Background: an optimization exercise with open tools, aiming at small area, a short achievable clock period and few clock cycles. Do not read the settings as production practice.
Function was checked by simulation only, so behaviour that the tests miss may differ from the original.
Power and IR drop assume default switching activity.

$ cat flow/design.v
module ALU(
	input [15:0] a,
	input [15:0] b,
	input sub,            
	input [15:0] sh_x,    
	input [3:0] sh_n,     
	input sh_zero,        
	input sh_right,       
	output [15:0] addsub,
	output lt,            
	output [15:0] sh,
	output [15:0] mul,
	output [3:0] dshift   
	);
	wire [16:0] s17 = {1'b0, a} + {1'b0, b ^ {16{sub}}} + {16'd0, sub};
	assign addsub = s17[15:0];
	assign lt = ~s17[16];
	function [15:0] rev;
		input [15:0] x;
		integer k;
		begin
			for (k = 0; k < 16; k = k + 1) rev[k] = x[15 - k];
		end
	endfunction
	wire [15:0] shi = sh_right ? rev(sh_x) : sh_x;
	wire [15:0] sho = shi << sh_n;
	assign sh = sh_zero ? 16'd0 : (sh_right ? rev(sho) : sho);
	MUL16 m(.a(a), .b(b), .p(mul));
	function [3:0] msb;
		input [15:0] x;
		integer k;
		begin
			msb = 4'd0;
			for (k = 0; k < 16; k = k + 1)
				if (x[k]) msb = k;
		end
	endfunction
	assign dshift = msb(a) - msb(b);
endmodule
module MUL16(input [15:0] a, input [15:0] b, output [15:0] p);
	wire t1 = (a[13] & b[0]) ^ (a[12] & b[1]);
	wire t2 = (a[13] & b[0]) & (a[12] & b[1]);
	wire t3 = (a[14] & b[0]) ^ (a[13] & b[1]) ^ (a[12] & b[2]);
	wire t4 = ((a[14] & b[0]) & (a[13] & b[1])) | ((a[12] & b[2]) & ((a[14] & b[0]) ^ (a[13] & b[1])));
	wire t5 = (a[11] & b[3]) ^ (a[10] & b[4]);
	wire t6 = (a[11] & b[3]) & (a[10] & b[4]);
	wire t7 = (a[15] & b[0]) ^ (a[14] & b[1]) ^ (a[13] & b[2]);
	wire t9 = (a[12] & b[3]) ^ (a[11] & b[4]) ^ (a[10] & b[5]);
	wire t11 = (a[9] & b[6]) ^ (a[8] & b[7]);
	wire t13 = (a[9] & b[0]) ^ (a[8] & b[1]);
	wire t14 = (a[9] & b[0]) & (a[8] & b[1]);
	wire t15 = (a[10] & b[0]) ^ (a[9] & b[1]) ^ (a[8] & b[2]);
	wire t16 = ((a[10] & b[0]) & (a[9] & b[1])) | ((a[8] & b[2]) & ((a[10] & b[0]) ^ (a[9] & b[1])));
	wire t17 = (a[7] & b[3]) ^ (a[6] & b[4]);
	wire t18 = (a[7] & b[3]) & (a[6] & b[4]);
	wire t19 = (a[11] & b[0]) ^ (a[10] & b[1]) ^ (a[9] & b[2]);
	wire t20 = ((a[11] & b[0]) & (a[10] & b[1])) | ((a[9] & b[2]) & ((a[11] & b[0]) ^ (a[10] & b[1])));
	wire t21 = (a[8] & b[3]) ^ (a[7] & b[4]) ^ (a[6] & b[5]);
	wire t22 = ((a[8] & b[3]) & (a[7] & b[4])) | ((a[6] & b[5]) & ((a[8] & b[3]) ^ (a[7] & b[4])));
	wire t23 = (a[5] & b[6]) ^ (a[4] & b[7]);
	wire t24 = (a[5] & b[6]) & (a[4] & b[7]);
	wire t25 = (a[12] & b[0]) ^ (a[11] & b[1]) ^ (a[10] & b[2]);
	wire t26 = ((a[12] & b[0]) & (a[11] & b[1])) | ((a[10] & b[2]) & ((a[12] & b[0]) ^ (a[11] & b[1])));
	wire t27 = (a[9] & b[3]) ^ (a[8] & b[4]) ^ (a[7] & b[5]);
	wire t28 = ((a[9] & b[3]) & (a[8] & b[4])) | ((a[7] & b[5]) & ((a[9] & b[3]) ^ (a[8] & b[4])));
	wire t29 = (a[6] & b[6]) ^ (a[5] & b[7]) ^ (a[4] & b[8]);
	wire t30 = ((a[6] & b[6]) & (a[5] & b[7])) | ((a[4] & b[8]) & ((a[6] & b[6]) ^ (a[5] & b[7])));
	wire t31 = (a[3] & b[9]) ^ (a[2] & b[10]);
	wire t32 = (a[3] & b[9]) & (a[2] & b[10]);
	wire t33 = (a[11] & b[2]) ^ (a[10] & b[3]) ^ (a[9] & b[4]);
	wire t34 = ((a[11] & b[2]) & (a[10] & b[3])) | ((a[9] & b[4]) & ((a[11] & b[2]) ^ (a[10] & b[3])));
	wire t35 = (a[8] & b[5]) ^ (a[7] & b[6]) ^ (a[6] & b[7]);
	wire t36 = ((a[8] & b[5]) & (a[7] & b[6])) | ((a[6] & b[7]) & ((a[8] & b[5]) ^ (a[7] & b[6])));
	wire t37 = (a[5] & b[8]) ^ (a[4] & b[9]) ^ (a[3] & b[10]);
	wire t38 = ((a[5] & b[8]) & (a[4] & b[9])) | ((a[3] & b[10]) & ((a[5] & b[8]) ^ (a[4] & b[9])));
	wire t39 = (a[2] & b[11]) ^ (a[1] & b[12]) ^ (a[0] & b[13]);
	wire t40 = ((a[2] & b[11]) & (a[1] & b[12])) | ((a[0] & b[13]) & ((a[2] & b[11]) ^ (a[1] & b[12])));
	wire t41 = (a[9] & b[5]) ^ (a[8] & b[6]) ^ (a[7] & b[7]);
	wire t42 = ((a[9] & b[5]) & (a[8] & b[6])) | ((a[7] & b[7]) & ((a[9] & b[5]) ^ (a[8] & b[6])));
	wire t43 = (a[6] & b[8]) ^ (a[5] & b[9]) ^ (a[4] & b[10]);
	wire t44 = ((a[6] & b[8]) & (a[5] & b[9])) | ((a[4] & b[10]) & ((a[6] & b[8]) ^ (a[5] & b[9])));
	wire t45 = (a[3] & b[11]) ^ (a[2] & b[12]) ^ (a[1] & b[13]);
	wire t46 = ((a[3] & b[11]) & (a[2] & b[12])) | ((a[1] & b[13]) & ((a[3] & b[11]) ^ (a[2] & b[12])));
	wire t47 = (a[0] & b[14]) ^ t2 ^ t3;
	wire t48 = ((a[0] & b[14]) & t2) | (t3 & ((a[0] & b[14]) ^ t2));
	wire t49 = (a[7] & b[8]) ^ (a[6] & b[9]) ^ (a[5] & b[10]);
	wire t51 = (a[4] & b[11]) ^ (a[3] & b[12]) ^ (a[2] & b[13]);
	wire t53 = (a[1] & b[14]) ^ (a[0] & b[15]) ^ t4;
	wire t55 = t6 ^ t7 ^ t9;
	wire t57 = (a[6] & b[0]) ^ (a[5] & b[1]);
	wire t58 = (a[6] & b[0]) & (a[5] & b[1]);
	wire t59 = (a[7] & b[0]) ^ (a[6] & b[1]) ^ (a[5] & b[2]);
	wire t60 = ((a[7] & b[0]) & (a[6] & b[1])) | ((a[5] & b[2]) & ((a[7] & b[0]) ^ (a[6] & b[1])));
	wire t61 = (a[4] & b[3]) ^ (a[3] & b[4]);
	wire t62 = (a[4] & b[3]) & (a[3] & b[4]);
	wire t63 = (a[8] & b[0]) ^ (a[7] & b[1]) ^ (a[6] & b[2]);
	wire t64 = ((a[8] & b[0]) & (a[7] & b[1])) | ((a[6] & b[2]) & ((a[8] & b[0]) ^ (a[7] & b[1])));
	wire t65 = (a[5] & b[3]) ^ (a[4] & b[4]) ^ (a[3] & b[5]);
	wire t66 = ((a[5] & b[3]) & (a[4] & b[4])) | ((a[3] & b[5]) & ((a[5] & b[3]) ^ (a[4] & b[4])));
	wire t67 = (a[2] & b[6]) ^ (a[1] & b[7]);
	wire t68 = (a[2] & b[6]) & (a[1] & b[7]);
	wire t69 = (a[7] & b[2]) ^ (a[6] & b[3]) ^ (a[5] & b[4]);
	wire t70 = ((a[7] & b[2]) & (a[6] & b[3])) | ((a[5] & b[4]) & ((a[7] & b[2]) ^ (a[6] & b[3])));
	wire t71 = (a[4] & b[5]) ^ (a[3] & b[6]) ^ (a[2] & b[7]);
	wire t72 = ((a[4] & b[5]) & (a[3] & b[6])) | ((a[2] & b[7]) & ((a[4] & b[5]) ^ (a[3] & b[6])));
	wire t73 = (a[1] & b[8]) ^ (a[0] & b[9]) ^ t13;
	wire t74 = ((a[1] & b[8]) & (a[0] & b[9])) | (t13 & ((a[1] & b[8]) ^ (a[0] & b[9])));
	wire t75 = (a[5] & b[5]) ^ (a[4] & b[6]) ^ (a[3] & b[7]);
	wire t76 = ((a[5] & b[5]) & (a[4] & b[6])) | ((a[3] & b[7]) & ((a[5] & b[5]) ^ (a[4] & b[6])));
	wire t77 = (a[2] & b[8]) ^ (a[1] & b[9]) ^ (a[0] & b[10]);
	wire t78 = ((a[2] & b[8]) & (a[1] & b[9])) | ((a[0] & b[10]) & ((a[2] & b[8]) ^ (a[1] & b[9])));
	wire t79 = t14 ^ t15 ^ t17;
	wire t80 = (t14 & t15) | (t17 & (t14 ^ t15));
	wire t81 = (a[3] & b[8]) ^ (a[2] & b[9]) ^ (a[1] & b[10]);
	wire t82 = ((a[3] & b[8]) & (a[2] & b[9])) | ((a[1] & b[10]) & ((a[3] & b[8]) ^ (a[2] & b[9])));
	wire t83 = (a[0] & b[11]) ^ t16 ^ t18;
	wire t84 = ((a[0] & b[11]) & t16) | (t18 & ((a[0] & b[11]) ^ t16));
	wire t85 = t19 ^ t21 ^ t23;
	wire t86 = (t19 & t21) | (t23 & (t19 ^ t21));
	wire t87 = (a[1] & b[11]) ^ (a[0] & b[12]) ^ t20;
	wire t88 = ((a[1] & b[11]) & (a[0] & b[12])) | (t20 & ((a[1] & b[11]) ^ (a[0] & b[12])));
	wire t89 = t22 ^ t24 ^ t25;
	wire t90 = (t22 & t24) | (t25 & (t22 ^ t24));
	wire t91 = t27 ^ t29 ^ t31;
	wire t92 = (t27 & t29) | (t31 & (t27 ^ t29));
	wire t93 = t1 ^ t26 ^ t28;
	wire t94 = (t1 & t26) | (t28 & (t1 ^ t26));
	wire t95 = t30 ^ t32 ^ t33;
	wire t96 = (t30 & t32) | (t33 & (t30 ^ t32));
	wire t97 = t35 ^ t37 ^ t39;
	wire t98 = (t35 & t37) | (t39 & (t35 ^ t37));
	wire t99 = t5 ^ t34 ^ t36;
	wire t100 = (t5 & t34) | (t36 & (t5 ^ t34));
	wire t101 = t38 ^ t40 ^ t41;
	wire t102 = (t38 & t40) | (t41 & (t38 ^ t40));
	wire t103 = t43 ^ t45 ^ t47;
	wire t104 = (t43 & t45) | (t47 & (t43 ^ t45));
	wire t105 = t11 ^ t42 ^ t44;
	wire t107 = t46 ^ t48 ^ t49;
	wire t109 = t51 ^ t53 ^ t55;
	wire t111 = (a[4] & b[0]) ^ (a[3] & b[1]);
	wire t112 = (a[4] & b[0]) & (a[3] & b[1]);
	wire t113 = (a[5] & b[0]) ^ (a[4] & b[1]) ^ (a[3] & b[2]);
	wire t114 = ((a[5] & b[0]) & (a[4] & b[1])) | ((a[3] & b[2]) & ((a[5] & b[0]) ^ (a[4] & b[1])));
	wire t115 = (a[2] & b[3]) ^ (a[1] & b[4]);
	wire t116 = (a[2] & b[3]) & (a[1] & b[4]);
	wire t117 = (a[4] & b[2]) ^ (a[3] & b[3]) ^ (a[2] & b[4]);
	wire t118 = ((a[4] & b[2]) & (a[3] & b[3])) | ((a[2] & b[4]) & ((a[4] & b[2]) ^ (a[3] & b[3])));
	wire t119 = (a[1] & b[5]) ^ (a[0] & b[6]) ^ t57;
	wire t120 = ((a[1] & b[5]) & (a[0] & b[6])) | (t57 & ((a[1] & b[5]) ^ (a[0] & b[6])));
	wire t121 = (a[2] & b[5]) ^ (a[1] & b[6]) ^ (a[0] & b[7]);
	wire t122 = ((a[2] & b[5]) & (a[1] & b[6])) | ((a[0] & b[7]) & ((a[2] & b[5]) ^ (a[1] & b[6])));
	wire t123 = t58 ^ t59 ^ t61;
	wire t124 = (t58 & t59) | (t61 & (t58 ^ t59));
	wire t125 = (a[0] & b[8]) ^ t60 ^ t62;
	wire t126 = ((a[0] & b[8]) & t60) | (t62 & ((a[0] & b[8]) ^ t60));
	wire t127 = t63 ^ t65 ^ t67;
	wire t128 = (t63 & t65) | (t67 & (t63 ^ t65));
	wire t129 = t64 ^ t66 ^ t68;
	wire t130 = (t64 & t66) | (t68 & (t64 ^ t66));
	wire t131 = t69 ^ t71 ^ t73;
	wire t132 = (t69 & t71) | (t73 & (t69 ^ t71));
	wire t133 = t70 ^ t72 ^ t74;
	wire t134 = (t70 & t72) | (t74 & (t70 ^ t72));
	wire t135 = t75 ^ t77 ^ t79;
	wire t136 = (t75 & t77) | (t79 & (t75 ^ t77));
	wire t137 = t76 ^ t78 ^ t80;
	wire t138 = (t76 & t78) | (t80 & (t76 ^ t78));
	wire t139 = t81 ^ t83 ^ t85;
	wire t140 = (t81 & t83) | (t85 & (t81 ^ t83));
	wire t141 = t82 ^ t84 ^ t86;
	wire t142 = (t82 & t84) | (t86 & (t82 ^ t84));
	wire t143 = t87 ^ t89 ^ t91;
	wire t144 = (t87 & t89) | (t91 & (t87 ^ t89));
	wire t145 = t88 ^ t90 ^ t92;
	wire t146 = (t88 & t90) | (t92 & (t88 ^ t90));
	wire t147 = t93 ^ t95 ^ t97;
	wire t148 = (t93 & t95) | (t97 & (t93 ^ t95));
	wire t149 = t94 ^ t96 ^ t98;
	wire t150 = (t94 & t96) | (t98 & (t94 ^ t96));
	wire t151 = t99 ^ t101 ^ t103;
	wire t152 = (t99 & t101) | (t103 & (t99 ^ t101));
	wire t153 = t100 ^ t102 ^ t104;
	wire t155 = t105 ^ t107 ^ t109;
	wire t157 = (a[3] & b[0]) ^ (a[2] & b[1]);
	wire t158 = (a[3] & b[0]) & (a[2] & b[1]);
	wire t159 = (a[2] & b[2]) ^ (a[1] & b[3]) ^ (a[0] & b[4]);
	wire t160 = ((a[2] & b[2]) & (a[1] & b[3])) | ((a[0] & b[4]) & ((a[2] & b[2]) ^ (a[1] & b[3])));
	wire t161 = (a[0] & b[5]) ^ t112 ^ t113;
	wire t162 = ((a[0] & b[5]) & t112) | (t113 & ((a[0] & b[5]) ^ t112));
	wire t163 = t114 ^ t116 ^ t117;
	wire t164 = (t114 & t116) | (t117 & (t114 ^ t116));
	wire t165 = t118 ^ t120 ^ t121;
	wire t166 = (t118 & t120) | (t121 & (t118 ^ t120));
	wire t167 = t122 ^ t124 ^ t125;
	wire t168 = (t122 & t124) | (t125 & (t122 ^ t124));
	wire t169 = t126 ^ t128 ^ t129;
	wire t170 = (t126 & t128) | (t129 & (t126 ^ t128));
	wire t171 = t130 ^ t132 ^ t133;
	wire t172 = (t130 & t132) | (t133 & (t130 ^ t132));
	wire t173 = t134 ^ t136 ^ t137;
	wire t174 = (t134 & t136) | (t137 & (t134 ^ t136));
	wire t175 = t138 ^ t140 ^ t141;
	wire t176 = (t138 & t140) | (t141 & (t138 ^ t140));
	wire t177 = t142 ^ t144 ^ t145;
	wire t178 = (t142 & t144) | (t145 & (t142 ^ t144));
	wire t179 = t146 ^ t148 ^ t149;
	wire t180 = (t146 & t148) | (t149 & (t146 ^ t148));
	wire t181 = t150 ^ t152 ^ t153;
	wire t183 = (a[2] & b[0]) ^ (a[1] & b[1]);
	wire t184 = (a[2] & b[0]) & (a[1] & b[1]);
	wire t185 = (a[1] & b[2]) ^ (a[0] & b[3]) ^ t157;
	wire t186 = ((a[1] & b[2]) & (a[0] & b[3])) | (t157 & ((a[1] & b[2]) ^ (a[0] & b[3])));
	wire t187 = t111 ^ t158 ^ t159;
	wire t188 = (t111 & t158) | (t159 & (t111 ^ t158));
	wire t189 = t115 ^ t160 ^ t161;
	wire t190 = (t115 & t160) | (t161 & (t115 ^ t160));
	wire t191 = t119 ^ t162 ^ t163;
	wire t192 = (t119 & t162) | (t163 & (t119 ^ t162));
	wire t193 = t123 ^ t164 ^ t165;
	wire t194 = (t123 & t164) | (t165 & (t123 ^ t164));
	wire t195 = t127 ^ t166 ^ t167;
	wire t196 = (t127 & t166) | (t167 & (t127 ^ t166));
	wire t197 = t131 ^ t168 ^ t169;
	wire t198 = (t131 & t168) | (t169 & (t131 ^ t168));
	wire t199 = t135 ^ t170 ^ t171;
	wire t200 = (t135 & t170) | (t171 & (t135 ^ t170));
	wire t201 = t139 ^ t172 ^ t173;
	wire t202 = (t139 & t172) | (t173 & (t139 ^ t172));
	wire t203 = t143 ^ t174 ^ t175;
	wire t204 = (t143 & t174) | (t175 & (t143 ^ t174));
	wire t205 = t147 ^ t176 ^ t177;
	wire t206 = (t147 & t176) | (t177 & (t147 ^ t176));
	wire t207 = t151 ^ t178 ^ t179;
	wire t208 = (t151 & t178) | (t179 & (t151 ^ t178));
	wire t209 = t155 ^ t180 ^ t181;
	wire [15:0] r0 = {t208, t206, t204, t202, t200, t198, t196, t194, t192, t190, t188, t186, t184, (a[0] & b[2]), (a[1] & b[0]), (a[0] & b[0])};
	wire [15:0] r1 = {t209, t207, t205, t203, t201, t199, t197, t195, t193, t191, t189, t187, t185, t183, (a[0] & b[1]), 1'b0};
	assign p = r0 + r1;
endmodule
module REGFILE(
	input clk,
	input clr,
	input we,
	input [4:0] waddr,
	input [15:0] wdata,   
	input ld,             
	input [15:0] ldata,
	input si,             
	input [15:0] sdata,
	output [15:0] wd_o,   
	input [4:0] aaddr,
	output [15:0] adata,
	input [4:0] baddr,
	output [15:0] bdata,
	output r1nz  
	);
	reg [15:0] r [1:31];
	assign wd_o = ld ? ldata : si ? sdata : wdata;
	wire [15:0] wd = clr ? 16'd0 : wd_o;
	genvar g;
	generate for (g = 1; g < 32; g = g + 1) begin : W
		wire en = clr | (we & (waddr == g));
		always @(posedge clk) if (en) r[g] <= wd;
	end endgenerate
	reg [15:0] a, b;
	integer i;
	always @(*) begin
		a = 16'd0;
		b = 16'd0;
		for (i = 1; i < 32; i = i + 1) begin
			a = a | (r[i] & {16{aaddr == i}});
			b = b | (r[i] & {16{baddr == i}});
		end
	end
	assign adata = a;
	assign bdata = b;
	assign r1nz = |r[1];
endmodule
module mips16_core(
	input clk,
	input rst,  
	output [9:0] imem_addr,
	input [15:0] imem_rdata,
	output [9:0] dmem_addr,
	output dmem_we,
	output [15:0] dmem_wdata,
	input [15:0] dmem_rdata,
	input [15:0] in_data,
	output rf_we,
	output [4:0] rf_waddr,
	output [15:0] rf_wdata
	);
	localparam [5:0] OP_NOP = 6'h00, OP_LW = 6'h01, OP_SW = 6'h02, OP_MV = 6'h03,
		OP_BGZ = 6'h04, OP_BEZ = 6'h05, OP_JMP = 6'h06, OP_JAL = 6'h07, OP_JR = 6'h08,
		OP_SLT = 6'h09, OP_SLTI = 6'h0A, OP_SEQ = 6'h0B, OP_SEQI = 6'h0C, OP_LIM = 6'h0D,
		OP_SL = 6'h0E, OP_SR = 6'h0F, OP_ADD = 6'h10, OP_SUB = 6'h11, OP_MULT = 6'h12,
		OP_DIV = 6'h13, OP_MOD = 6'h14, OP_ADDI = 6'h15, OP_SUBI = 6'h16, OP_MULTI = 6'h17,
		OP_DIVI = 6'h18, OP_MODI = 6'h19, OP_NOT = 6'h1A, OP_XOR = 6'h1B, OP_OR = 6'h1C,
		OP_AND = 6'h1D, OP_LWR = 6'h1E, OP_SWR = 6'h1F, OP_SI = 6'h20, OP_SLI = 6'h21,
		OP_SRI = 6'h22;
	reg [9:0] fpc, npc;
	reg ahead;          
	reg dv;             
	reg [15:0] ir;
	reg ev;             
	reg e_wr1;          
	reg e_sw;           
	reg [1:0] ph;       
	reg [3:0] cnt;      
	reg ld_iss;         
	reg [9:0] dm_addr;
	reg dm_we;
	reg [15:0] dm_wdata;  
	reg rfw_we;
	reg [4:0] rfw_addr;
	reg [15:0] rfw_data;  
	assign imem_addr = fpc;
	assign dmem_addr = dm_addr;
	assign dmem_we = dm_we;
	assign dmem_wdata = dm_wdata;
	assign rf_we = rfw_we;
	assign rf_waddr = rfw_addr;
	assign rf_wdata = rfw_data;
	wire [5:0] op = ir[15:10];
	wire [4:0] fa = ir[9:5];
	wire [4:0] fb = ir[4:0];
	wire is_lw = (op == OP_LW), is_lwr = (op == OP_LWR);
	wire [4:0] ra = e_sw ? 5'd1 : fa;
	wire [15:0] rA, rB;
	wire r1nz;
	reg wen;
	reg [4:0] waddr;
	reg [15:0] wdata_alu;
	wire sel_ld = is_lw | is_lwr;
	wire sel_si = (op == OP_SI);
	wire [15:0] wdata;
	reg clr;  
	always @(posedge clk) clr <= rst;
	REGFILE regs(.clk(clk), .clr(clr), .we(wen), .waddr(waddr), .wdata(wdata_alu),
		.ld(sel_ld), .ldata(dmem_rdata), .si(sel_si), .sdata(in_data), .wd_o(wdata),
		.aaddr(ra), .adata(rA), .baddr(fb), .bdata(rB), .r1nz(r1nz));
	wire use_imm = (op == OP_SLTI) | (op == OP_SEQI) | (op == OP_ADDI) | (op == OP_SUBI) |
		(op == OP_MULTI) | (op == OP_DIVI) | (op == OP_MODI) | (op == OP_SLI) | (op == OP_SRI);
	wire [15:0] opA = rA;
	wire [15:0] opB = use_imm ? {11'd0, fb} : rB;
	wire is_div = (op == OP_DIV) | (op == OP_DIVI);
	wire is_mod = (op == OP_MOD) | (op == OP_MODI);
	wire is_dm = is_div | is_mod;
	wire div_it = is_dm & (ph != 2'd0);    
	wire is_add = (op == OP_ADD) | (op == OP_ADDI);
	wire is_shr = (op == OP_SR) | (op == OP_SRI);
	wire [15:0] alu_as, alu_sh, alu_mul;
	wire alu_lt;
	wire [3:0] div_s;
	ALU alu(.a(opA), .b(opB), .sub(~is_add),
		.sh_x(div_it ? opB : opA), .sh_n(div_it ? cnt : opB[3:0]),
		.sh_zero(~div_it & (opB[15:4] != 12'd0)), .sh_right(~div_it & is_shr),
		.addsub(alu_as), .lt(alu_lt), .sh(alu_sh), .mul(alu_mul), .dshift(div_s));
	wire [16:0] dsub = {1'b0, rfw_data} - {1'b0, alu_sh};
	wire dge = ~dsub[16];
	wire [15:0] rem_n = dge ? dsub[15:0] : rfw_data;
	wire [15:0] quo_n = {dm_wdata[14:0], dge};
	wire b_zero = (opB == 16'd0);
	wire div_triv = b_zero | alu_lt;
	wire [15:0] div_triv_res = is_div ? (b_zero ? 16'hFFFF : 16'd0) : opA;
	reg e_last;
	always @(*) begin
		if (!ev) e_last = 1'b1;
		else if (is_lw) e_last = ld_iss ? (ph == 2'd1) : (ph == 2'd2);
		else if (is_lwr) e_last = (ph == 2'd2);
		else if (is_dm) e_last = (ph == 2'd0) ? div_triv : (cnt == 4'd0);
		else e_last = 1'b1;
	end
	reg e_last_next;
	always @(*) begin
		if (is_lw) e_last_next = ld_iss ? 1'b1 : (ph == 2'd1);
		else if (is_lwr) e_last_next = (ph == 2'd1);
		else if (is_dm) e_last_next = (ph == 2'd0) ? (div_s == 4'd0) : (cnt == 4'd1);
		else e_last_next = 1'b1;
	end
	wire [9:0] epc = npc - 10'd1;  
	always @(*) begin
		wen = 1'b0;
		waddr = 5'd1;
		wdata_alu = 16'd0;
		if (ev) begin
			case (op)
			OP_LW: begin wen = e_last; end
			OP_MV: begin wen = 1'b1; waddr = fb; wdata_alu = opA; end
			OP_JAL: begin wen = 1'b1; waddr = fa; wdata_alu = {6'd0, epc}; end
			OP_SLT, OP_SLTI: begin wen = 1'b1; wdata_alu = {15'd0, alu_lt}; end
			OP_SEQ, OP_SEQI: begin wen = 1'b1; wdata_alu = {15'd0, alu_as != 16'd0}; end
			OP_LIM: begin wen = 1'b1; wdata_alu = {6'd0, ir[9:0]}; end
			OP_SL, OP_SLI, OP_SR, OP_SRI: begin wen = 1'b1; wdata_alu = alu_sh; end
			OP_ADD, OP_ADDI, OP_SUB, OP_SUBI: begin wen = 1'b1; wdata_alu = alu_as; end
			OP_MULT, OP_MULTI: begin wen = 1'b1; wdata_alu = alu_mul; end
			OP_DIV, OP_DIVI, OP_MOD, OP_MODI: begin
				wen = e_last;
				wdata_alu = (ph == 2'd0) ? div_triv_res : (is_div ? quo_n : rem_n);
			end
			OP_NOT: begin wen = 1'b1; waddr = fb; wdata_alu = ~opA; end
			OP_XOR: begin wen = 1'b1; wdata_alu = opA ^ opB; end
			OP_OR: begin wen = 1'b1; wdata_alu = opA | opB; end
			OP_AND: begin wen = 1'b1; wdata_alu = opA & opB; end
			OP_LWR: begin wen = e_last; waddr = fb; end
			OP_SI: begin wen = 1'b1; waddr = fa; end
			default: ;
			endcase
		end
	end
	wire e_br = ev & ((op == OP_JR) | ((op == OP_BGZ) & r1nz) | ((op == OP_BEZ) & ~r1nz));
	wire [9:0] e_tgt = (op == OP_JR) ? rA[9:0] : ir[9:0];
	wire [5:0] dop = imem_rdata[15:10];
	wire ir_free = e_last;
	wire acc = dv & ir_free & ~e_br;
	wire r1_known = ~(ev & e_wr1);
	wire d_jmp = (dop == OP_JMP);
	wire d_cbr = ((dop == OP_BGZ) | (dop == OP_BEZ)) & r1_known;
	wire d_taken = d_jmp | ((dop == OP_BGZ) & r1_known & r1nz) | ((dop == OP_BEZ) & r1_known & ~r1nz);
	wire d_drop = d_jmp | d_cbr;  
	wire d_multi = (dop == OP_LW) | (dop == OP_LWR);
	wire [4:0] dfa = imem_rdata[9:5], dfb = imem_rdata[4:0];
	wire d_wr1 = (dop == OP_LW) | (dop == OP_SLT) | (dop == OP_SLTI) | (dop == OP_SEQ) |
		(dop == OP_SEQI) | (dop == OP_LIM) | (dop == OP_SL) | (dop == OP_SR) |
		((dop >= OP_ADD) & (dop <= OP_MODI)) | (dop == OP_XOR) | (dop == OP_OR) |
		(dop == OP_AND) | (dop == OP_SLI) | (dop == OP_SRI) |
		(((dop == OP_MV) | (dop == OP_NOT) | (dop == OP_LWR)) & (dfb == 5'd1)) |
		(((dop == OP_JAL) | (dop == OP_SI)) & (dfa == 5'd1));
	wire e_store = ev & ((op == OP_SW) | (op == OP_SWR));
	wire e_lwr_iss = ev & is_lwr & (ph == 2'd0);
	wire e_lw_iss = ev & is_lw & ~ld_iss & (ph == 2'd0);
	wire d_lw_iss = acc & (dop == OP_LW) & ~e_store & ~e_lwr_iss;
	always @(posedge clk) begin
		if (rst) begin
			fpc <= 10'd0;
			npc <= 10'd0;
			ahead <= 1'b0;
			dv <= (fpc == 10'd0);
			ev <= 1'b0;
			ph <= 2'd0;
			ld_iss <= 1'b0;
			dm_we <= 1'b0;
			rfw_we <= 1'b0;
		end else begin
			if (e_br) begin
				npc <= e_tgt;
				fpc <= e_tgt;
				ahead <= 1'b0;
				dv <= 1'b0;
			end else if (acc) begin
				if (d_taken) begin
					npc <= imem_rdata[9:0];
					fpc <= imem_rdata[9:0];
					ahead <= 1'b0;
					dv <= 1'b0;
				end else begin
					npc <= npc + 10'd1;
					dv <= ahead;
					if (!ahead) begin
						fpc <= npc + 10'd1;
						ahead <= 1'b0;
					end else if (d_multi & ~d_drop) begin
						ahead <= 1'b0;
					end else begin
						fpc <= fpc + 10'd1;
						ahead <= 1'b1;
					end
				end
			end else begin
				dv <= ~ahead;
				if (!ahead & (e_last | e_last_next)) begin
					fpc <= fpc + 10'd1;
					ahead <= 1'b1;
				end else begin
					fpc <= npc;
					ahead <= 1'b0;
				end
			end
			if (acc) begin
				ir <= imem_rdata;
				ev <= ~d_drop;
				e_wr1 <= d_wr1;
				e_sw <= (dop == OP_SW);
				ld_iss <= d_lw_iss;
			end else if (e_last) begin
				ev <= 1'b0;
			end
			if (e_last) ph <= 2'd0;
			else if (div_it) ph <= 2'd1;
			else ph <= ph + 2'd1;
			if (ev & is_dm) begin
				if (ph == 2'd0) cnt <= div_s;
				else cnt <= cnt - 4'd1;
			end
			dm_we <= e_store;
			if (e_store) begin
				dm_addr <= (op == OP_SW) ? ir[9:0] : rB[9:0];
				dm_wdata <= rA;
			end else if (e_lwr_iss) begin
				dm_addr <= rA[9:0];
			end else if (e_lw_iss) begin
				dm_addr <= ir[9:0];
			end else if (d_lw_iss) begin
				dm_addr <= imem_rdata[9:0];
			end
			rfw_we <= wen;
			if (wen) begin
				rfw_addr <= waddr;
				rfw_data <= wdata;
			end else if (ev & is_dm) begin
				rfw_data <= (ph == 2'd0) ? opA : rem_n;
			end
			if (ev & is_dm & ~e_store) begin
				dm_wdata <= (ph == 2'd0) ? 16'd0 : quo_n;
			end
		end
	end
endmodule
$ cat flow/flow/run.sh
#!/bin/bash
set -euo pipefail
MARGIN=34.0
bash standard.sh SETUP_SLACK_MARGIN=$MARGIN "BUFFER_PORTS_ARGS=-buffer_cell sky130_fd_sc_hd__buf_4" finish > standard_flow.log 2>&1
$ cat flow/standard.sh
#!/bin/bash
# synth_recipe.tcl (not shown) runs the flow's synth.tcl, then flattens the netlist and writes it again
# the make line also repeats each setting of config.mk as NAME=value (left out here)
make -C /OpenROAD-flow-scripts/flow DESIGN_CONFIG=/design/flow/config.mk WORK_HOME=/design/flow/orfs CLKGATE_MAP_FILE= SYNTH_SCRIPT=/design/flow/synth_recipe.tcl "${@:-finish}"
$ cat flow/config.mk
export PLATFORM = sky130hd
export DESIGN_NAME = mips16_core
export DESIGN_NICKNAME = mips16_core
export VERILOG_FILES = /design/flow/design.v
export SDC_FILE = /design/flow/constraint.sdc
export NUM_CORES = 4
export LEC_CHECK = 0
export CAP_MARGIN = 20
export CORE_MARGIN = 2
export CORE_UTILIZATION = 40
export SLEW_MARGIN = 20
export SYNTH_HIERARCHICAL = 1
export SYNTH_MINIMUM_KEEP_SIZE = 0
$ cat flow/constraint.sdc
create_clock -name core_clock -period 44.0 [get_ports {clk}]
set_input_delay 8.8000 -clock core_clock [delete_from_list [all_inputs] [get_ports {clk}]]
set_output_delay 8.8000 -clock core_clock [all_outputs]
set_load 0.01 [all_outputs]
==> results.yml, run 1 <==
pwr:
  clock_power_share: 0.236
  switching_power_mw: 1.14
  p_sw_frac: 0.432
  cell_int_power_mw: 1.49
  cellPowerDensity_nw_per_um2: 58.5
  worst_ir_drop_vdd_v: 0.0000566
  pwr-share-seq: 0.272
  combinationalPowerShare: 0.492
  p_leak_nw: 17.0
timing:
  slew_viol_final: 0
  post-route-period-util: 0.231
  finalSetupViolCount: 0
  number_of_endpoints_with_negative_hold_slack_in_the_final_report: 0
  clock_skew_ns: 0.0399
  shortest_clock_period_the_worst_path_allows_after_layout_ns: 10.15
  grt_setup_unrepaired: "true"
  setup_total_negative_slack_ns: 0
  achievable-frequency_mhz: 98.5
  timing_worst_slew_pin_value_ns: 1.31
  maxSlewHeadroom: 0.118
floorplan:
  fp.dieArea_um2: 100000
  die_width_um: 317
  initial_utilization: 0.404
  std_cell_rows: 114
  die_height_um: 317
  floorplan.io_pins: 109
  core_area_um2: 96900
routing:
  met3_length_um: 25800
  met1Wirelength_um: 61800
  post_drt_wl_per_cell_um: 33.4
  detailedRoute.firstPassIterationCount: 10
  vias: 36720
  detailedRoute.firstIterationViolations: 6985
  drc: 0
  routed_wirelength_um: 177000
  highest-signal-layer: "met5"
  routed_vias_inst: 6.94
  detailroute.wirelength.met2_um: 75200
  drt.antenna.violating_nets: 0
yosys:
  synth.yosys.seq_area_share: 0.449
  yosysWarnings: 10
  yosys.cell_types.count: 104
  asyncSetResetFlopFracSynth: 0
  synthesis.area_per_instance_um2: 10.2
  yosys_register_bits: 594
  syn-cell-area_um2: 39100
  syn_nets: 4086
  synthesized_netlist_cell_count: 3851
  postSynth.topFlopCell: "sky130_fd_sc_hd__edfxtp_1"
  synth-edff-count: 565
grt:
  antenna_found_initial: 3
  via_count_of_the_first_global_routing_pass: 34076
  grt_overflow_total: 0
  maximum_number_of_pins_on_one_net_before_global_route_repair: 62
  grt_first_pass_wirelength_um: 246000
  groute.usage.overall: 0.341
placement:
  post-place-cells: 5099
  dpl-instance-area_um2: 41700
  globalplace.congestion: 1.03
  numPortBuffers: 108
  dpl.hpwl_um: 116000
setup_path:
  end_kind: "primary output"
  path_buf_inv: 1
  worst_path_max_delay_cell: "sky130_fd_sc_hd__edfxtp_1"
  path_cells: "buf_6"
  cp_top_family: "flip-flops"
  worstSetupPathType: "flip-flop to primary output"
  cp_data_arrival_time_ns: 1.35
  crit_required_ns: 35.20
  startpoint_type: "flip-flop"
  worstPathMaxFanout: 1
  critical-path-max-stage-delay_ns: 0.53
cells_and_area:
  multi_input_area_um2: 20100
  fill_cells: 8926
  final_layout_size_suffix_gt1_frac: 0.154
  area.growth.synth_to_final_pct: 15.0
  finish.net_count: 4194
  finish.cell_count_without_fillers: 5294
  final_cell_mix: "565 x sky130_fd_sc_hd__edfxtp_1, 334 x sky130_fd_sc_hd__nand2_1, 308 x sky130_fd_sc_hd__nand3_1"
  post-route-cell-area_um2: 45000
  ff_latch_area_um2: 17600
  most_frequent_standard_cell_in_the_layout_excluding_fill_and_tap_cells: "sky130_fd_sc_hd__edfxtp_1"
clock_tree:
  clock_path_buffers: 3
  holdBufCountCts: 0
  clk_pin_slew_worst_paths_ns: 0.06
  clock_tree_from_tritoncts: "done"
  total_clock_buffers_created_by_cts: 69
  cts_root_buf: "sky130_fd_sc_hd__clkbuf_16"
  htree_levels: 3
  clock_network_latency_to_the_later_pin_of_the_worst_skew_pair_ns: 0.67
  cts_num_sinks: 594
job:
  max_cap_violations: 0
status:
  status: "no timing/DRC/antenna violations"
worst_hold_path:
  min_path_type: "flip-flop to flip-flop"
## cell usage after synthesis (35+ instances only)
cell type	count	area [µm²]
sky130_fd_sc_hd__and2_1	122	763
sky130_fd_sc_hd__nand3_1	308	1540
sky130_fd_sc_hd__or4_1	49	368
sky130_fd_sc_hd__a21oi_1	142	711
sky130_fd_sc_hd__and3_1	109	682
sky130_fd_sc_hd__nor2_1	170	638
sky130_fd_sc_hd__nand4_1	107	669
sky130_fd_sc_hd__inv_1	173	649
sky130_fd_sc_hd__buf_2	37	185
sky130_fd_sc_hd__mux2i_1	89	891
sky130_fd_sc_hd__a22oi_1	257	1930
sky130_fd_sc_hd__ha_1	103	1290
sky130_fd_sc_hd__edfxtp_1	565	17000
sky130_fd_sc_hd__a221oi_1	41	359
sky130_fd_sc_hd__nand2_1	336	1260
sky130_fd_sc_hd__nor3_1	50	250
sky130_fd_sc_hd__a211oi_1	35	263
sky130_fd_sc_hd__a2111oi_0	36	315
sky130_fd_sc_hd__xor2_1	49	429
sky130_fd_sc_hd__xnor2_1	60	526
sky130_fd_sc_hd__clkbuf_1	213	800
sky130_fd_sc_hd__o21ai_0	147	736
sky130_fd_sc_hd__fa_1	82	1640
sky130_fd_sc_hd__nand2b_1	37	231
## flip-flops by register name, summed over array words and instances, names as in the netlist, 2 cells and up
name,cells
cnt,4
dm_addr,10
dm_wdata,16
fpc,10
ir,16
npc,10
ph,2
regs.r,496
rfw_addr,5
rfw_data,16
## layer usage
layer  GRT usage  vias to the layer above
met3      0.0994                      838
met4       0.221                        2
met2       0.511                     3379
met5           0                        -
li1            -                    14921
met1       0.429                    17580
## power by group through the flow
stage	Combinational (mW)	Clock (mW)	Sequential, mW
floorplan	0.827	0	0.704
global placement	1.22	0	0.724
detailed placement	1.22	0	0.723
CTS	1.24	0.620	0.713
global route	1.38	0.643	0.718
finish	1.29	0.620	0.716
## Yosys stat by module (local to each module, per instance)
module | flip-flops and latches | times used | area, µm² | cells inside
ALU | 0 | 1 | 2680 | 340
MUL16 | 0 | 1 | 3590 | 428
REGFILE | 496 | 1 | 23000 | 1815
mips16_core | 98 | 1 | 9860 | 1268
## repair_timing
action,4_1_cts,5_1_grt
buffers inserted,39,20
setup endpoints to repair,448,570
gates cloned,1,4
gates resized for setup,69,63
pin swaps,2,1
## metrics by stage
stage	power (mW)	hold WS [ns]	setup slack [ns]	util
final	2.63	0.490	33.85	0.464
after global routing	2.74	0.505	33.84	0.464
after CTS	2.58	0.488	33.86	0.461
after detailed placement	1.95	0.476	32.93	0.431
after global placement	1.94	0.468	33.03	0.431
after floorplan	1.53	0.449	33.76	-
## cell families after synthesis
logic type | after synthesis | share of synthesized area
AND/OR/NAND/NOR | 1432 | 0.190
AO/OA/AOI/OAI | 932 | 0.170
flip-flops | 594 | 0.449
buffers and inverters | 464 | 0.0497
adder cells (fa/ha/maj) | 186 | 0.0752
multiplexers | 133 | 0.0419
XOR/XNOR | 110 | 0.0250
## final timing paths
path | cells after the start | slack (ns) | startpoint | end
worst max register to register | 28 | 34.15 | ir[6] | regs.r[17][9]
worst min register to register | 1 | 0.49 | ph[0] | ph[0]
worst min-delay path | 1 | 0.49 | ph[0] | ph[0]
worst max-delay path | 1 | 33.85 | rfw_addr[4] | rf_waddr[4]
## final cells by class
| class | instances | share of cell area |
|---|---|---|
| clock inverter | 48 | 0.0147 |
| clock buffer | 79 | 0.0392 |
| tap | 1276 | 0.0355 |
| timing repair buffer | 319 | 0.0566 |
| inverter | 177 | 0.0153 |
| sequential | 594 | 0.391 |
| multi-input combinational | 2798 | 0.448 |
| antenna | 3 | 0.000167 |
Testbench counts, summed over its fixed seeds: cycles 27,902.
==> run 2: changes to the inputs <==
==> flow/config.mk (replaced) <==
export PLATFORM = sky130hd
export DESIGN_NAME = mips16_core
export DESIGN_NICKNAME = mips16_core
export VERILOG_FILES = /design/flow/design.v
export SDC_FILE = /design/flow/constraint.sdc
export NUM_CORES = 4
export LEC_CHECK = 0
export CAP_MARGIN = 10
export CORE_MARGIN = 2
export CORE_UTILIZATION = 55
export SLEW_MARGIN = 10
export SYNTH_HIERARCHICAL = 1
export SYNTH_MINIMUM_KEEP_SIZE = 0
==> results.yml, run 2 <==
routing:
  detailedRoute.firstIterationViolations: 7704
  routed_vias_inst: 7.66
  post_drt_wl_per_cell_um: 37.0
  drt.antenna.violating_nets: 0
  vias: 38016
  drc: 0
  routed_wirelength_um: 183000
  detailedRoute.firstPassIterationCount: 17
yosys:
  yosys.cell_types.count: 104
  yosysWarnings: 10
  syn-cell-area_um2: 39100
  fraction_of_post_synthesis_cell_area_in_the_top_cell_type_by_area: 0.434
  synth.yosys.seq_area_share: 0.449
  synthesis.area_per_instance_um2: 10.2
  synth_most_common_cell: "sky130_fd_sc_hd__edfxtp_1"
  postSynth.topFlopCell: "sky130_fd_sc_hd__edfxtp_1"
  synthTopCellsByArea: "sky130_fd_sc_hd__edfxtp_1 43%, sky130_fd_sc_hd__a22oi_1 4.9%, sky130_fd_sc_hd__fa_1 4.2%"
  synthesized_netlist_cell_count: 3851
  yosys_register_bits: 594
  asyncSetResetFlopFracSynth: 0
  synth_top_cell_by_area: "sky130_fd_sc_hd__edfxtp_1"
  synth-edff-count: 565
  syn_nets: 4086
  synth_commonest_cells: "565 x sky130_fd_sc_hd__edfxtp_1, 336 x sky130_fd_sc_hd__nand2_1, 308 x sky130_fd_sc_hd__nand3_1, 257 x sky130_fd_sc_hd__a22oi_1, 213 x sky130_fd_sc_hd__clkbuf_1"
floorplan:
  die_height_um: 271
  floorplan.io_pins: 109
  core_area_um2: 70100
  initial_utilization: 0.557
  std_cell_rows: 97
  fp.dieArea_um2: 73200
  die_width_um: 271
timing:
  grt_setup_unrepaired: "true"
  post-route-period-util: 0.231
  timing_worst_slew_pin_value_ns: 1.41
  setup_total_negative_slack_ns: 0
  achievable-frequency_mhz: 98.5
  number_of_endpoints_with_negative_hold_slack_in_the_final_report: 0
  shortest_clock_period_the_worst_path_allows_after_layout_ns: 10.15
  maxSlewHeadroom: 0.0598
  slew_viol_final: 0
  finalSetupViolCount: 0
  clock_skew_ns: 0.0665
setup_path:
  cp_top_family: "flip-flops"
  worst_path_max_delay_cell: "sky130_fd_sc_hd__edfxtp_1"
  path_buf_inv: 1
  critical-path-max-stage-delay_ns: 0.50
  worstSetupPathType: "flip-flop to primary output"
  startpoint_type: "flip-flop"
  end_kind: "primary output"
  cp_data_arrival_time_ns: 1.35
  path_cells: "buf_6"
  crit_required_ns: 35.20
  worstPathMaxFanout: 4
pwr:
  cellPowerDensity_nw_per_um2: 59.1
  worst_ir_drop_vdd_v: 0.0000467
  p_leak_nw: 17.0
grt:
  antenna_found_initial: 9
  maximum_number_of_pins_on_one_net_before_global_route_repair: 59
  grt_overflow_total: 0
  grt_first_pass_wirelength_um: 256000
  via_count_of_the_first_global_routing_pass: 35773
  groute.usage.overall: 0.484
placement:
  dpl.hpwl_um: 119000
  post-place-cells: 4762
  globalplace.congestion: 1.07
  numPortBuffers: 108
cells_and_area:
  area.growth.synth_to_final_pct: 14.2
  top_register: "regs.r"
  final_layout_size_suffix_gt1_frac: 0.160
  largest_register_ffs: 496
  final_cell_mix: "565 x sky130_fd_sc_hd__edfxtp_1, 331 x sky130_fd_sc_hd__nand2_1, 308 x sky130_fd_sc_hd__nand3_1"
  fill_cells: 5612
  layout.core_utilization: 0.636
  most_frequent_standard_cell_in_the_layout_excluding_fill_and_tap_cells: "sky130_fd_sc_hd__edfxtp_1"
  finish.net_count: 4198
  finish.cell_count_without_fillers: 4962
clock_tree:
  clock_tree_from_tritoncts: "done"
  clock_network_latency_to_the_later_pin_of_the_worst_skew_pair_ns: 0.70
  cts_root_buf: "sky130_fd_sc_hd__clkbuf_16"
  total_clock_buffers_created_by_cts: 61
  htree_levels: 2
  clk_pin_slew_worst_paths_ns: 0.07
  holdBufCountCts: 0
  clock_path_buffers: 3
  cts_num_sinks: 594
worst_hold_path:
  min_path_type: "flip-flop to flip-flop"
status:
  status: "no timing/DRC/antenna violations"
job:
  max_cap_violations: 0
[run 2: worst paths after layout]
kind | end | from | slack (ns) | cells past startpoint
worst max-delay path | rf_wdata[1] | rfw_data[1] | 33.85 | 1
worst min-delay path | ph[0] | ph[0] | 0.50 | 1
worst max register to register | regs.r[12][15] | ir[7] | 34.07 | 29
worst min register to register | ph[0] | ph[0] | 0.50 | 1
[run 2: cell families (layout without fill, tap and decap cells)]
| logic type | Yosys count | in the layout | synth area share |
|---|---|---|---|
| compound gates | 932 | 932 | 0.170 |
| xor+xnor | 110 | 110 | 0.0250 |
| fa+ha+maj | 186 | 186 | 0.0752 |
| buf+inv | 464 | 627 | 0.0497 |
| flops | 594 | 594 | 0.449 |
| mux | 133 | 133 | 0.0419 |
| other cells | 0 | 7 | 0 |
| simple gates | 1432 | 1433 | 0.190 |
[run 2: per-layer routing]
layer	global-route usage	wire length [µm]
met5	0.0132	155
met4	0.374	18400
met3	0.170	28100
met2	0.716	77000
met1	0.577	59800
[run 2: per-stage QoR]
stage	instance area (µm²)	power (mW)	hold slack [ns]	setup WS (ns)
floorplan	39200	1.53	0.449	33.76
global placement	41300	1.94	0.468	32.92
detailed placement	41300	1.96	0.477	32.78
CTS	44100	2.56	0.486	33.83
global route	44600	2.73	0.539	33.82
finish	44600	2.64	0.498	33.85
[run 2: final cells by class]
cell class                 count  area [µm²]  share of cell area
timing repair buffer         335        2750              0.0616
sequential                   594       17600               0.394
inverter                     177         698              0.0156
multi-input combinational   2794       20200               0.452
antenna                        7        17.5            0.000392
clock inverter                49         689              0.0154
tap                          940        1180              0.0264
clock buffer                  66        1550              0.0346
[run 2: power breakdown]
part	total [mW]	leakage, nW	switching [mW]	internal, mW
logic	1.34	9.93	0.872	0.465
registers	0.716	5.99	0.0429	0.674
clock network	0.582	1.07	0.248	0.334
total	2.64	17.0	1.16	1.47
[run 2: timing repair]
action	CTS	global route
resized for setup	106	66
setup endpoints to repair	645	595
gates cloned	1	2
setup buffers	44	31
pin swaps	2	2
[run 2: Yosys stat by module (local to each module, per instance)]
module | cells | times used | flops+latches
MUL16 | 428 | 1 | 0
ALU | 340 | 1 | 0
REGFILE | 1815 | 1 | 496
mips16_core | 1268 | 1 | 98
==> run 3: changes to the inputs <==
--- a/flow/design.v
+++ b/flow/design.v
@@ -258,25 +258,41 @@
 	reg [15:0] r [1:31];
 	assign wd_o = ld ? ldata : si ? sdata : wdata;
 	wire [15:0] wd = clr ? 16'd0 : wd_o;
-	genvar g;
+	genvar g, k;
 	generate for (g = 1; g < 32; g = g + 1) begin : W
 		wire en = clr | (we & (waddr == g));
 		always @(posedge clk) if (en) r[g] <= wd;
 	end endgenerate
-	reg [15:0] a, b;
-	integer i;
-	always @(*) begin
-		a = 16'd0;
-		b = 16'd0;
-		for (i = 1; i < 32; i = i + 1) begin
-			a = a | (r[i] & {16{aaddr == i}});
-			b = b | (r[i] & {16{baddr == i}});
+	wire [31:1] sa, sb;
+	generate for (g = 1; g < 32; g = g + 1) begin : D
+		assign sa[g] = (aaddr == g);
+		assign sb[g] = (baddr == g);
+	end endgenerate
+	generate for (k = 0; k < 16; k = k + 1) begin : B
+		wire [9:0] ya, yb;
+		for (g = 0; g < 10; g = g + 1) begin : G
+			AOI222 ua(.d({r[3*g+3][k], r[3*g+2][k], r[3*g+1][k]}), .s(sa[3*g+3:3*g+1]), .y(ya[g]));
+			AOI222 ub(.d({r[3*g+3][k], r[3*g+2][k], r[3*g+1][k]}), .s(sb[3*g+3:3*g+1]), .y(yb[g]));
 		end
-	end
-	assign adata = a;
-	assign bdata = b;
+		assign adata[k] = ~(&ya) | (r[31][k] & sa[31]);
+		assign bdata[k] = ~(&yb) | (r[31][k] & sb[31]);
+	end endgenerate
 	assign r1nz = |r[1];
 endmodule
+module AOI222(
+	input [2:0] d,
+	input [2:0] s,
+	output y
+	);
+	assign y = ~(|(d & s));
+endmodule
+module AOI22(
+	input [1:0] d,
+	input [1:0] s,
+	output y
+	);
+	assign y = ~(|(d & s));
+endmodule
 module mips16_core(
 	input clk,
 	input rst,  
@@ -331,7 +347,7 @@
 	wire r1nz;
 	reg wen;
 	reg [4:0] waddr;
-	reg [15:0] wdata_alu;
+	wire [15:0] wdata_alu;
 	wire sel_ld = is_lw | is_lwr;
 	wire sel_si = (op == OP_SI);
 	wire [15:0] wdata;
@@ -380,29 +396,55 @@
 		else e_last_next = 1'b1;
 	end
 	wire [9:0] epc = npc - 10'd1;  
+	wire s_mv = (op == OP_MV), s_not = (op == OP_NOT), s_xor = (op == OP_XOR);
+	wire s_or = (op == OP_OR), s_and = (op == OP_AND);
+	wire s_sh = (op == OP_SL) | (op == OP_SLI) | (op == OP_SR) | (op == OP_SRI);
+	wire s_as = (op == OP_ADD) | (op == OP_ADDI) | (op == OP_SUB) | (op == OP_SUBI);
+	wire s_mul = (op == OP_MULT) | (op == OP_MULTI);
+	wire s_jal = (op == OP_JAL), s_lim = (op == OP_LIM);
+	wire s_lt = (op == OP_SLT) | (op == OP_SLTI), s_ne = (op == OP_SEQ) | (op == OP_SEQI);
+	wire [15:0] dres = (ph == 2'd0) ? div_triv_res : (is_div ? quo_n : rem_n);
+	wire alu_ne = (alu_as != 16'd0);
+	wire [15:0] lg_or = opA | opB, lg_and = opA & opB, lg_xor = opA ^ opB;
+	genvar k;
+	generate for (k = 0; k < 16; k = k + 1) begin : RES
+		wire y1, y2, y3, y4;
+		AOI222 g1(.d({lg_xor[k], ~opA[k], opA[k]}), .s({s_xor, s_not, s_mv}), .y(y1));
+		AOI222 g2(.d({alu_sh[k], lg_and[k], lg_or[k]}), .s({s_sh, s_and, s_or}), .y(y2));
+		AOI222 g3(.d({dres[k], alu_mul[k], alu_as[k]}), .s({is_dm, s_mul, s_as}), .y(y3));
+		if (k == 0) begin : B0
+			wire y5;
+			AOI222 g4(.d({alu_lt, ir[k], epc[k]}), .s({s_lt, s_lim, s_jal}), .y(y4));
+			assign y5 = ~(alu_ne & s_ne);
+			assign wdata_alu[k] = ~(y1 & y2 & y3 & y4 & y5);
+		end else if (k < 10) begin : BL
+			AOI22 g4(.d({ir[k], epc[k]}), .s({s_lim, s_jal}), .y(y4));
+			assign wdata_alu[k] = ~(y1 & y2 & y3 & y4);
+		end else begin : BH
+			assign wdata_alu[k] = ~(y1 & y2 & y3);
+		end
+	end endgenerate
 	always @(*) begin
 		wen = 1'b0;
 		waddr = 5'd1;
-		wdata_alu = 16'd0;
 		if (ev) begin
 			case (op)
 			OP_LW: begin wen = e_last; end
-			OP_MV: begin wen = 1'b1; waddr = fb; wdata_alu = opA; end
-			OP_JAL: begin wen = 1'b1; waddr = fa; wdata_alu = {6'd0, epc}; end
-			OP_SLT, OP_SLTI: begin wen = 1'b1; wdata_alu = {15'd0, alu_lt}; end
-			OP_SEQ, OP_SEQI: begin wen = 1'b1; wdata_alu = {15'd0, alu_as != 16'd0}; end
-			OP_LIM: begin wen = 1'b1; wdata_alu = {6'd0, ir[9:0]}; end
-			OP_SL, OP_SLI, OP_SR, OP_SRI: begin wen = 1'b1; wdata_alu = alu_sh; end
-			OP_ADD, OP_ADDI, OP_SUB, OP_SUBI: begin wen = 1'b1; wdata_alu = alu_as; end
-			OP_MULT, OP_MULTI: begin wen = 1'b1; wdata_alu = alu_mul; end
+			OP_MV: begin wen = 1'b1; waddr = fb; end
+			OP_JAL: begin wen = 1'b1; waddr = fa; end
+			OP_SLT, OP_SLTI: begin wen = 1'b1; end
+			OP_SEQ, OP_SEQI: begin wen = 1'b1; end
+			OP_LIM: begin wen = 1'b1; end
+			OP_SL, OP_SLI, OP_SR, OP_SRI: begin wen = 1'b1; end
+			OP_ADD, OP_ADDI, OP_SUB, OP_SUBI: begin wen = 1'b1; end
+			OP_MULT, OP_MULTI: begin wen = 1'b1; end
 			OP_DIV, OP_DIVI, OP_MOD, OP_MODI: begin
 				wen = e_last;
-				wdata_alu = (ph == 2'd0) ? div_triv_res : (is_div ? quo_n : rem_n);
 			end
-			OP_NOT: begin wen = 1'b1; waddr = fb; wdata_alu = ~opA; end
-			OP_XOR: begin wen = 1'b1; wdata_alu = opA ^ opB; end
-			OP_OR: begin wen = 1'b1; wdata_alu = opA | opB; end
-			OP_AND: begin wen = 1'b1; wdata_alu = opA & opB; end
+			OP_NOT: begin wen = 1'b1; waddr = fb; end
+			OP_XOR: begin wen = 1'b1; end
+			OP_OR: begin wen = 1'b1; end
+			OP_AND: begin wen = 1'b1; end
 			OP_LWR: begin wen = e_last; waddr = fb; end
 			OP_SI: begin wen = 1'b1; waddr = fa; end
 			default: ;
==> flow/flow/run.sh (replaced) <==
#!/bin/bash
set -euo pipefail
MARGIN=33.85
bash standard.sh SETUP_SLACK_MARGIN=$MARGIN "BUFFER_PORTS_ARGS=-buffer_cell sky130_fd_sc_hd__buf_4" finish > standard_flow.log 2>&1
==> flow/config.mk (replaced) <==
export PLATFORM = sky130hd
export DESIGN_NAME = mips16_core
export DESIGN_NICKNAME = mips16_core
export VERILOG_FILES = /design/flow/design.v
export SDC_FILE = /design/flow/constraint.sdc
export NUM_CORES = 4
export LEC_CHECK = 0
export CAP_MARGIN = 20
export CORE_MARGIN = 2
export CORE_UTILIZATION = 40
export SLEW_MARGIN = 20
export SYNTH_HIERARCHICAL = 1
export SYNTH_MINIMUM_KEEP_SIZE = 0
==> results.yml, run 3 <==
yosys:
  synthesis.area_per_instance_um2: 11.7
  fraction_of_post_synthesis_cell_area_in_the_top_cell_type_by_area: 0.469
  synth.yosys.seq_area_share: 0.485
  yosysWarnings: 10
  synth_most_common_cell: "sky130_fd_sc_hd__edfxtp_1"
  synthTopCellsByArea: "sky130_fd_sc_hd__edfxtp_1 47%, sky130_fd_sc_hd__a222oi_1 10%, sky130_fd_sc_hd__fa_1 4.5%"
  syn-cell-area_um2: 36200
  synth_top_cell_by_area: "sky130_fd_sc_hd__edfxtp_1"
  asyncSetResetFlopFracSynth: 0
  syn_nets: 3334
  yosys.cell_types.count: 113
  synth-edff-count: 565
  yosys_register_bits: 594
  synth_commonest_cells: "565 x sky130_fd_sc_hd__edfxtp_1, 369 x sky130_fd_sc_hd__a222oi_1, 295 x sky130_fd_sc_hd__nand2_1, 201 x sky130_fd_sc_hd__nor2_1, 194 x sky130_fd_sc_hd__inv_1"
  synthesized_netlist_cell_count: 3099
  postSynth.topFlopCell: "sky130_fd_sc_hd__edfxtp_1"
cells_and_area:
  final_layout_size_suffix_gt1_frac: 0.165
  post-route-cell-area_um2: 41500
  top_register: "regs.r"
  fill_cells: 8222
  num_antenna_cells: 0
  finish.cell_count_without_fillers: 4518
  final_cell_mix: "565 x sky130_fd_sc_hd__edfxtp_1, 369 x sky130_fd_sc_hd__a222oi_1, 294 x sky130_fd_sc_hd__nand2_1"
  finish.net_count: 3525
  layout.core_utilization: 0.462
  most_frequent_standard_cell_in_the_layout_excluding_fill_and_tap_cells: "sky130_fd_sc_hd__edfxtp_1"
  area.growth.synth_to_final_pct: 14.6
  largest_register_ffs: 496
setup_path:
  end_kind: "primary output"
  worst_path_max_delay_cell: "sky130_fd_sc_hd__edfxtp_1"
  startpoint_type: "flip-flop"
  worstPathMaxFanout: 1
  critical_path_depth: 1
  r2r-end: "regs.r[14][3]"
  crit_start: "dm_addr[5]"
  crit_required_ns: 35.20
  path_buf_inv: 1
  endpoint: "dmem_addr[5]"
  reg_to_reg_critical_path_startpoint: "e_sw"
  r2r_setup_slack_ns: 33.89
  cp_data_arrival_time_ns: 1.37
  cp_top_family: "flip-flops"
  path_cells: "buf_6"
  worstSetupPathType: "flip-flop to primary output"
  critical-path-max-stage-delay_ns: 0.54
  worstRegToRegCells: 33
routing:
  drt.antenna.violating_nets: 0
  detailedRoute.firstPassIterationCount: 12
  drc: 0
  vias: 30664
  detailedRoute.firstIterationViolations: 6190
  routed_vias_inst: 6.79
  post_drt_wl_per_cell_um: 31.0
  routed_wirelength_um: 140000
pwr:
  clock_power_share: 0.185
  cellPowerDensity_nw_per_um2: 70.3
  combinationalPowerShare: 0.526
  switching_power_mw: 1.30
  p_sw_frac: 0.445
  p_leak_nw: 15.3
  cell_int_power_mw: 1.62
  power_mw: 2.92
  pwr-share-seq: 0.290
  worst_ir_drop_vdd_v: 0.0000833
floorplan:
  initial_utilization: 0.403
  die_height_um: 305
  std_cell_rows: 110
  floorplan.io_pins: 109
  fp.dieArea_um2: 93000
  die_width_um: 305
  core_area_um2: 89900
timing:
  maxSlewHeadroom: 0.183
  finalHoldWorstSlack_ns: 0.475
  achievable-frequency_mhz: 98.3
  shortest_clock_period_the_worst_path_allows_after_layout_ns: 10.17
  grt_setup_unrepaired: "true"
  postLayoutSetupSlackWorst_ns: 33.83
  slew_viol_final: 0
  timing_worst_slew_pin_value_ns: 1.22
  finalSetupViolCount: 0
  setup_total_negative_slack_ns: 0
  clock_skew_ns: 0.0421
  post-route-period-util: 0.231
  number_of_endpoints_with_negative_hold_slack_in_the_final_report: 0
clock_tree:
  clock_path_buffers: 3
  clock_tree_from_tritoncts: "done"
  total_clock_buffers_created_by_cts: 67
  htree_levels: 3
  cts_num_sinks: 594
  clock_network_latency_to_the_later_pin_of_the_worst_skew_pair_ns: 0.63
  holdBufCountCts: 0
  cts_root_buf: "sky130_fd_sc_hd__clkbuf_16"
  clk_pin_slew_worst_paths_ns: 0.06
placement:
  detailedPlace.worstSlack_ns: 33.01
  post-place-cells: 4380
  dpl.hpwl_um: 93600
  globalplace.congestion: 0.991
  dpl-instance-area_um2: 39100
  numPortBuffers: 108
grt:
  antenna_found_initial: 1
  groute.usage.overall: 0.290
  via_count_of_the_first_global_routing_pass: 29243
  grt_first_pass_wirelength_um: 200000
  maximum_number_of_pins_on_one_net_before_global_route_repair: 48
  grt_overflow_total: 0
status:
  status: "no timing/DRC/antenna violations"
job:
  max_cap_violations: 0
worst_hold_path:
  min_path_type: "flip-flop to flip-flop"
==> run 3: logic make-up after synthesis <==
group / Yosys count / synth area share
adder cells (fa/ha/maj): 185 / 0.0809
AND/OR/NAND/NOR: 904 / 0.124
buffers and inverters: 324 / 0.0377
AO/OA/AOI/OAI: 844 / 0.197
multiplexers: 137 / 0.0482
XOR/XNOR: 111 / 0.0272
flip-flops: 594 / 0.485
==> run 3: worst register-to-register path, delay by kind of cell (launching register included) <==
family	cells	cell delay [ns]
simple gates	11	3.16
compound gates	13	3.67
buf+inv	5	1.36
flops	1	0.55
fa+ha+maj	1	0.37
mux	3	0.66
==> run 3: worst min-delay path by stage <==
stage	start	to	slack, ns	depth (start not counted)
2_1_floorplan	ph[0]	ph[0]	0.44	1
3_3_place_gp	ph[0]	ph[0]	0.46	1
3_5_place_dp	ph[0]	ph[0]	0.46	1
4_1_cts	ph[0]	ph[0]	0.47	1
5_1_grt	ph[0]	ph[0]	0.51	1
6_report	ph[0]	ph[0]	0.47	1
==> run 3: Yosys stat by module, one instance, submodules excluded <==
module / times used / cells / cell area, µm²
ALU: 1 / 340 / 2680
AOI22: 9 / 1 / 12.5
AOI222: 369 / 1 / 10.0
MUL16: 1 / 428 / 3590
REGFILE: 1 / 849 / 17100
mips16_core: 1 / 1104 / 9020
==> run 3: area by class of cell <==
class                   instances  area, µm²  area share
inverters                     197        739      0.0178
clock buffers                  89       1780      0.0429
clock inverters                32        308     0.00742
well taps                    1176       1470      0.0355
flip-flops and latches        594      17500       0.423
repair buffers                247       1890      0.0457
multi-input cells            2183      17800       0.428
==> run 3: repair_timing <==
item                                    4_1_cts  5_1_grt
pin swaps                                     0        6
endpoints found under the setup margin      146      497
setup buffers                                 0       14
resized for setup                            12       32
cloned                                        0        2
==> run 3: per-layer routing <==
layer	part of all wire	GRT usage
met1	0.37	0.375
met2	0.45	0.450
met3	0.13	0.0692
met4	0.061	0.160
met5	0.000064	0
==> run 3: power by group through the flow <==
stage	clock network, mW	logic [mW]	registers (mW)
after floorplan	0	1.00	0.823
after global routing	0.566	1.65	0.855
after CTS	0.544	1.50	0.845
final	0.539	1.53	0.845
after global placement	0	1.48	0.852
after detailed placement	0	1.49	0.856
Testbench counts of run 3, summed over its fixed seeds: cycles 27,902.
==> run 4: changes to the inputs <==
--- a/flow/config.mk
+++ b/flow/config.mk
@@ -8,6 +8,8 @@
 export CAP_MARGIN = 20
 export CORE_MARGIN = 2
 export CORE_UTILIZATION = 40
+export CTS_CLUSTER_DIAMETER = 100
+export CTS_CLUSTER_SIZE = 30
 export SLEW_MARGIN = 20
 export SYNTH_HIERARCHICAL = 1
 export SYNTH_MINIMUM_KEEP_SIZE = 0
==> results.yml, run 4 <==
status:
  status: "no timing/DRC/antenna violations"
yosys:
  yosysWarnings: 10
  synth.yosys.seq_area_share: 0.485
  synthTopCellsByArea: "sky130_fd_sc_hd__edfxtp_1 47%, sky130_fd_sc_hd__a222oi_1 10%, sky130_fd_sc_hd__fa_1 4.5%"
  synthesis.area_per_instance_um2: 11.7
  asyncSetResetFlopFracSynth: 0
  syn-cell-area_um2: 36200
  synth-edff-count: 565
  yosys.cell_types.count: 113
  synth_top_cell_by_area: "sky130_fd_sc_hd__edfxtp_1"
  fraction_of_post_synthesis_cell_area_in_the_top_cell_type_by_area: 0.469
  postSynth.topFlopCell: "sky130_fd_sc_hd__edfxtp_1"
  synth_most_common_cell: "sky130_fd_sc_hd__edfxtp_1"
  synth_commonest_cells: "565 x sky130_fd_sc_hd__edfxtp_1, 369 x sky130_fd_sc_hd__a222oi_1, 295 x sky130_fd_sc_hd__nand2_1, 201 x sky130_fd_sc_hd__nor2_1, 194 x sky130_fd_sc_hd__inv_1"
placement:
  detailedPlace.worstSlack_ns: 33.01
  dpl.hpwl_um: 93600
cells_and_area:
  finish.net_count: 3497
  area.growth.synth_to_final_pct: 11.6
  final_layout_size_suffix_gt1_frac: 0.158
  ff_latch_area_um2: 17500
  most_frequent_standard_cell_in_the_layout_excluding_fill_and_tap_cells: "sky130_fd_sc_hd__edfxtp_1"
  num_antenna_cells: 0
  top_register: "regs.r"
  largest_register_ffs: 496
  multi_input_area_um2: 17700
  final_cell_mix: "565 x sky130_fd_sc_hd__edfxtp_1, 369 x sky130_fd_sc_hd__a222oi_1, 294 x sky130_fd_sc_hd__nand2_1"
grt:
  grt_first_pass_wirelength_um: 198000
  maximum_number_of_pins_on_one_net_before_global_route_repair: 48
  grt_use_met3: 0.0618
  grt_overflow_total: 0
  antenna_found_initial: 0
  groute.usage.overall: 0.286
  gr_util_met1: 0.374
routing:
  detailedRoute.firstIterationViolations: 5895
  drt.antenna.violating_nets: 0
  drc: 0
  vias: 30386
  detailedRoute.firstPassIterationCount: 13
  routed_vias_inst: 6.83
clock_tree:
  clock_path_buffers: 3
  cts_num_sinks: 594
  clock_network_latency_to_the_later_pin_of_the_worst_skew_pair_ns: 0.67
  clock_tree_from_tritoncts: "done"
  total_clock_buffers_created_by_cts: 28
  htree_levels: 1
  cts_root_buf: "sky130_fd_sc_hd__clkbuf_16"
  clk_pin_slew_worst_paths_ns: 0.11
job:
  max_cap_violations: 0
floorplan:
  core_area_um2: 89900
  die_width_um: 305
  std_cell_rows: 110
  floorplan.io_pins: 109
setup_path:
  path_cells: "buf_6"
  path_buf_inv: 1
  r2r_setup_slack_ns: 33.87
  reg_to_reg_critical_path_startpoint: "ir[9]"
  worstSetupPathType: "flip-flop to primary output"
  worstRegToRegCells: 31
  startpoint_type: "flip-flop"
pwr:
  p_leak_nw: 14.8
timing:
  achievable-frequency_mhz: 98.1
  shortest_clock_period_the_worst_path_allows_after_layout_ns: 10.20
  finalSetupViolCount: 0
  setup_total_negative_slack_ns: 0
  grt_setup_unrepaired: "true"
  clock_skew_ns: 0.0624
  timing_worst_slew_pin_value_ns: 1.29
  maxSlewHeadroom: 0.141
  slew_viol_final: 0
worst_hold_path:
  start_point_of_the_worst_min_delay_path: "ph[0]"
  min_path_type: "flip-flop to flip-flop"
[run 4: cell counts after synthesis]
Identical to the previous run, type by type.
[run 4: worst max-delay path by stage]
stage,startpoint,endpoint
after global routing,dm_addr[2],dmem_addr[2]
after CTS,dm_addr[2],dmem_addr[2]
after detailed placement,imem_rdata[14],fpc[9]
after global placement,imem_rdata[14],fpc[9]
after floorplan,imem_rdata[14],fpc[9]
final,dm_addr[2],dmem_addr[2]
[run 4: area by class of cell]
| cell class | instances | share of cell area |
|---|---|---|
| Timing Repair Buffer | 258 | 0.0486 |
| Clock buffer | 30 | 0.0178 |
| Multi-Input combinational cell | 2183 | 0.439 |
| Inverter | 197 | 0.0183 |
| Tap cell | 1176 | 0.0364 |
| Sequential cell | 594 | 0.434 |
| Clock inverter | 11 | 0.00545 |
[run 4: logic make-up after synthesis]
family / Yosys count / share of synthesized area
AO/OA/AOI/OAI: 844 / 0.197
flip-flops: 594 / 0.485
buffers and inverters: 324 / 0.0377
XOR/XNOR: 111 / 0.0272
multiplexers: 137 / 0.0482
adder cells (fa/ha/maj): 185 / 0.0809
AND/OR/NAND/NOR: 904 / 0.124
[run 4: where the power goes]
part / switching [mW] / internal, mW / total [mW] / leakage [nW]
logic: 0.989 / 0.545 / 1.53 / 8.39
registers: 0.0756 / 0.768 / 0.843 / 5.97
clock network: 0.195 / 0.127 / 0.322 / 0.441
[run 4: Yosys stat by module, one instance, submodules excluded]
module	flip-flops and latches	cells inside
ALU	0	340
AOI22	0	1
AOI222	0	1
MUL16	0	428
REGFILE	496	849
mips16_core	98	1104
[run 4: what timing repair did]
| action | 4_1_cts | 5_1_grt |
|---|---|---|
| pin swaps | 0 | 9 |
| cloned | 0 | 2 |
| setup buffers | 2 | 24 |
| setup endpoints to repair | 138 | 523 |
| hold buffers | 0 | 0 |
| gates resized for setup | 13 | 32 |
[run 4: stage by stage]
step | std cells | cell area (µm²) | power (mW) | util | hold slack (ns)
floorplan | 3099 | 36400 | 1.83 | - | 0.438
global placement | 4380 | 39100 | 2.33 | 0.435 | 0.459
detailed placement | 4380 | 39100 | 2.34 | 0.435 | 0.462
CTS | 4423 | 40100 | 2.67 | 0.446 | 0.483
global route | 4449 | 40400 | 2.84 | 0.450 | 0.522
finish | 4449 | 40400 | 2.70 | 0.450 | 0.481
[run 4: per-layer routing]
metal	share of wire	routed length, µm	up-vias
met5	0	0	-
met4	0.059	8220	0
met3	0.13	17400	392
met2	0.45	62500	2206
met1	0.37	50800	14918
li1	-	-	12870

Setup slack of run 4, layout unchanged: 33.801 ns with ideal ports, 33.738 ns with driving cells assumed (clock clkbuf_16, inputs buf_2), 33.297 ns with port delays also shifted by the 0.706 ns mid clock arrival.
